From an optimization exercise on the open Yosys and OpenROAD flow, aimed at small area; shortcuts taken in it are not production practice.
In this exercise RTL edits were held to simulation tests only and were not proved equivalent to the original.

## lane 1
// project_1
module project_1(
    input        clk,
    input        reset_p,
    input  [3:0] btn,
    input        clap,
    input        echo,
    input        dht11_in,
    output       dht11_drive_low,
    output [7:0] led_bar,
    output       trig,
    output       servo_pwm,
    output       pwm,
    output       led,
    output       buz_clk,
    output       sda,
    output       scl    );
Settings: LEC_CHECK=0, CAP_MARGIN=20, CORE_MARGIN=2, CORE_UTILIZATION=40, SLEW_MARGIN=20, SYNTH_MEMORY_MAX_BITS=16384; clock period 20.0 ns.
run.sh (not shown) runs the stock make flow with config.mk's settings and CLKGATE_MAP_FILE= SYNTH_SCRIPT=/design/flow/synth_recipe.tcl, a recipe that flattens the netlist after the stock synthesis.
The inputs of lane 2 differ from those of lane 1 as listed below.
diff --git a/flow/design.v b/flow/design.v
--- a/flow/design.v
+++ b/flow/design.v
@@ -1203,30 +1203,32 @@
     end
     wire usec_p  = ~tb_m[0] & (tb_f | tb_m[1]);
     wire usec_n  =  tb_m[0] & (tb_f | tb_m[1]);
     wire msec_p  = (tb_m == 11'd1) & tb_f;
     wire msec_n  = (tb_m == 11'd2) & tb_f;
     wire ms4_p   = (tb_m == 11'd2) & (tb_q == 2'd0) & tb_f;
     reg [16:0] tb_g;
     always @(posedge clk, posedge reset_p) begin
         if (reset_p) tb_g <= 0;
         else tb_g <= tb_g + 1'b1;
     end
     wire smp = (tb_g == 17'h10000);
+    wire t_long = (tb_g == 17'd23745);
+    wire t_dbl  = (tb_g == 17'd3393);
     wire [3:0] b_single, b_double, b_long;
-    btn_dl b0(.clk(clk), .reset_p(reset_p), .smp(smp), .usec_n(usec_n), .btn(btn[0]),
+    btn_dl b0(.clk(clk), .reset_p(reset_p), .smp(smp), .t_long(t_long), .t_dbl(t_dbl), .btn(btn[0]),
               .single(b_single[0]), .double(b_double[0]), .long(b_long[0]));
-    btn_dl b1(.clk(clk), .reset_p(reset_p), .smp(smp), .usec_n(usec_n), .btn(btn[1]),
+    btn_dl b1(.clk(clk), .reset_p(reset_p), .smp(smp), .t_long(t_long), .t_dbl(t_dbl), .btn(btn[1]),
               .single(b_single[1]), .double(b_double[1]), .long(b_long[1]));
-    btn_dl b3(.clk(clk), .reset_p(reset_p), .smp(smp), .usec_n(usec_n), .btn(btn[3]),
+    btn_dl b3(.clk(clk), .reset_p(reset_p), .smp(smp), .t_long(t_long), .t_dbl(t_dbl), .btn(btn[3]),
               .single(b_single[3]), .double(b_double[3]), .long(b_long[3]));
     reg clp_cur, clp_old;
     always @(negedge clk, posedge reset_p) begin
         if (reset_p) begin
             clp_cur <= 0;
             clp_old <= 0;
         end
         else begin
             clp_old <= clp_cur;
             clp_cur <= clap;
         end
     end
@@ -1558,92 +1560,76 @@
     wire [7:0] humidity, temperature;
     dht11_rd dht(.clk(clk), .reset_p(reset_p), .usec_n(usec_n), .dht11_in(dht11_in),
                  .dht11_drive_low(dht11_drive_low), .humidity(humidity), .temperature(temperature));
     lcd_ctrl lcd(.clk(clk), .reset_p(reset_p), .usec_p(usec_p), .usec_n(usec_n), .msec_n(msec_n),
                  .fan_speed(f_st), .timer_off(t_st == 2'd0),
                  .humidity(humidity), .temperature(temperature),
                  .cur_time({d_h, 1'b0, d_m10, d_m1, 1'b0, d_s10, d_s1}),
                  .sda(sda), .scl(scl));
 endmodule
 module btn_dl (
     input  clk, reset_p,
     input  smp,
-    input  usec_n,
+    input  t_long,       
+    input  t_dbl,        
     input  btn,
     output single,
     output double,
     output long );
     reg deb, deb_d;
     always @(posedge clk, posedge reset_p) begin
         if (reset_p) begin
             deb <= 0;
             deb_d <= 0;
         end
         else begin
             if (smp) deb <= btn;
             deb_d <= deb;
         end
     end
     wire btn_p = deb & ~deb_d;
     wire btn_n = ~deb & deb_d;
-    reg [19:0] cnt;
-    reg        cnt_e;
-    always @(negedge clk, posedge reset_p) begin
-        if (reset_p) cnt <= 0;
-        else if (cnt_e) begin
-            if (usec_n) cnt <= cnt + 1'b1;
-        end
-        else cnt <= 0;
-    end
     localparam W0 = 4'd0, TR = 4'd1, W2 = 4'd2, SO = 4'd3, LO = 4'd4, DO = 4'd5,
                WS = 4'd6, WL = 4'd7, WD = 4'd8;
     reg [3:0] st;
+    reg [3:0] n;
     always @(posedge clk, posedge reset_p) begin
         if (reset_p) begin
             st <= W0;
-            cnt_e <= 0;
+            n <= 0;
         end
         else begin
+            if (smp) n <= n + 1'b1;
             case (st)
                 TR: begin
-                    if (cnt < 20'd700000) begin
+                    if (!(t_long && n == 4'd10)) begin
                         if (btn_n) begin
-                            cnt_e <= 0;
+                            n <= 0;
                             st <= W2;
                         end
                     end
-                    else begin
-                        cnt_e <= 0;
-                        st <= LO;
-                    end
+                    else st <= LO;
                 end
                 W2: begin
-                    if (cnt < 20'd100000) begin
-                        cnt_e <= 1;
-                        if (btn_p) begin
-                            cnt_e <= 0;
-                            st <= DO;
-                        end
-                    end
-                    else begin
-                        cnt_e <= 0;
-                        st <= SO;
+                    if (!(t_dbl && n == 4'd1)) begin
+                        if (btn_p) st <= DO;
                     end
+                    else st <= SO;
                 end
                 SO: st <= WS;
                 LO: st <= WL;
                 DO: st <= WD;
                 default: begin
                     if (btn_p) begin
-                        cnt_e <= 1;
+                        n <= 0;
                         st <= TR;
                     end
                     else st <= W0;
                 end
             endcase
         end
     end
     assign single = (st == WS);
     assign long   = (st == WL);
     assign double = (st == WD);
 endmodule
 module dn_digit #(
### Flow results
Delta (lane 2 minus lane 1): number of buffers created by CTS now smaller; routed wire length on met3 lower; final cell count decreased about 7%; wire length on met2 went down by about 4%; delay of the slowest cell on the worst path decreased by 0.06 ns relative to the old numbers.
Required time at the worst-slack endpoint: lane 2 vs lane 1 down 0.12 ns
Changes observed in lane 2 relative to lane 1: global-route wire length before repair decreased by about 4.3% relative to the old numbers, final cell area excluding filler cells lower, hold slack went down by 0.0090 ns, minimum setup slack after placement grew by 0.49 ns.
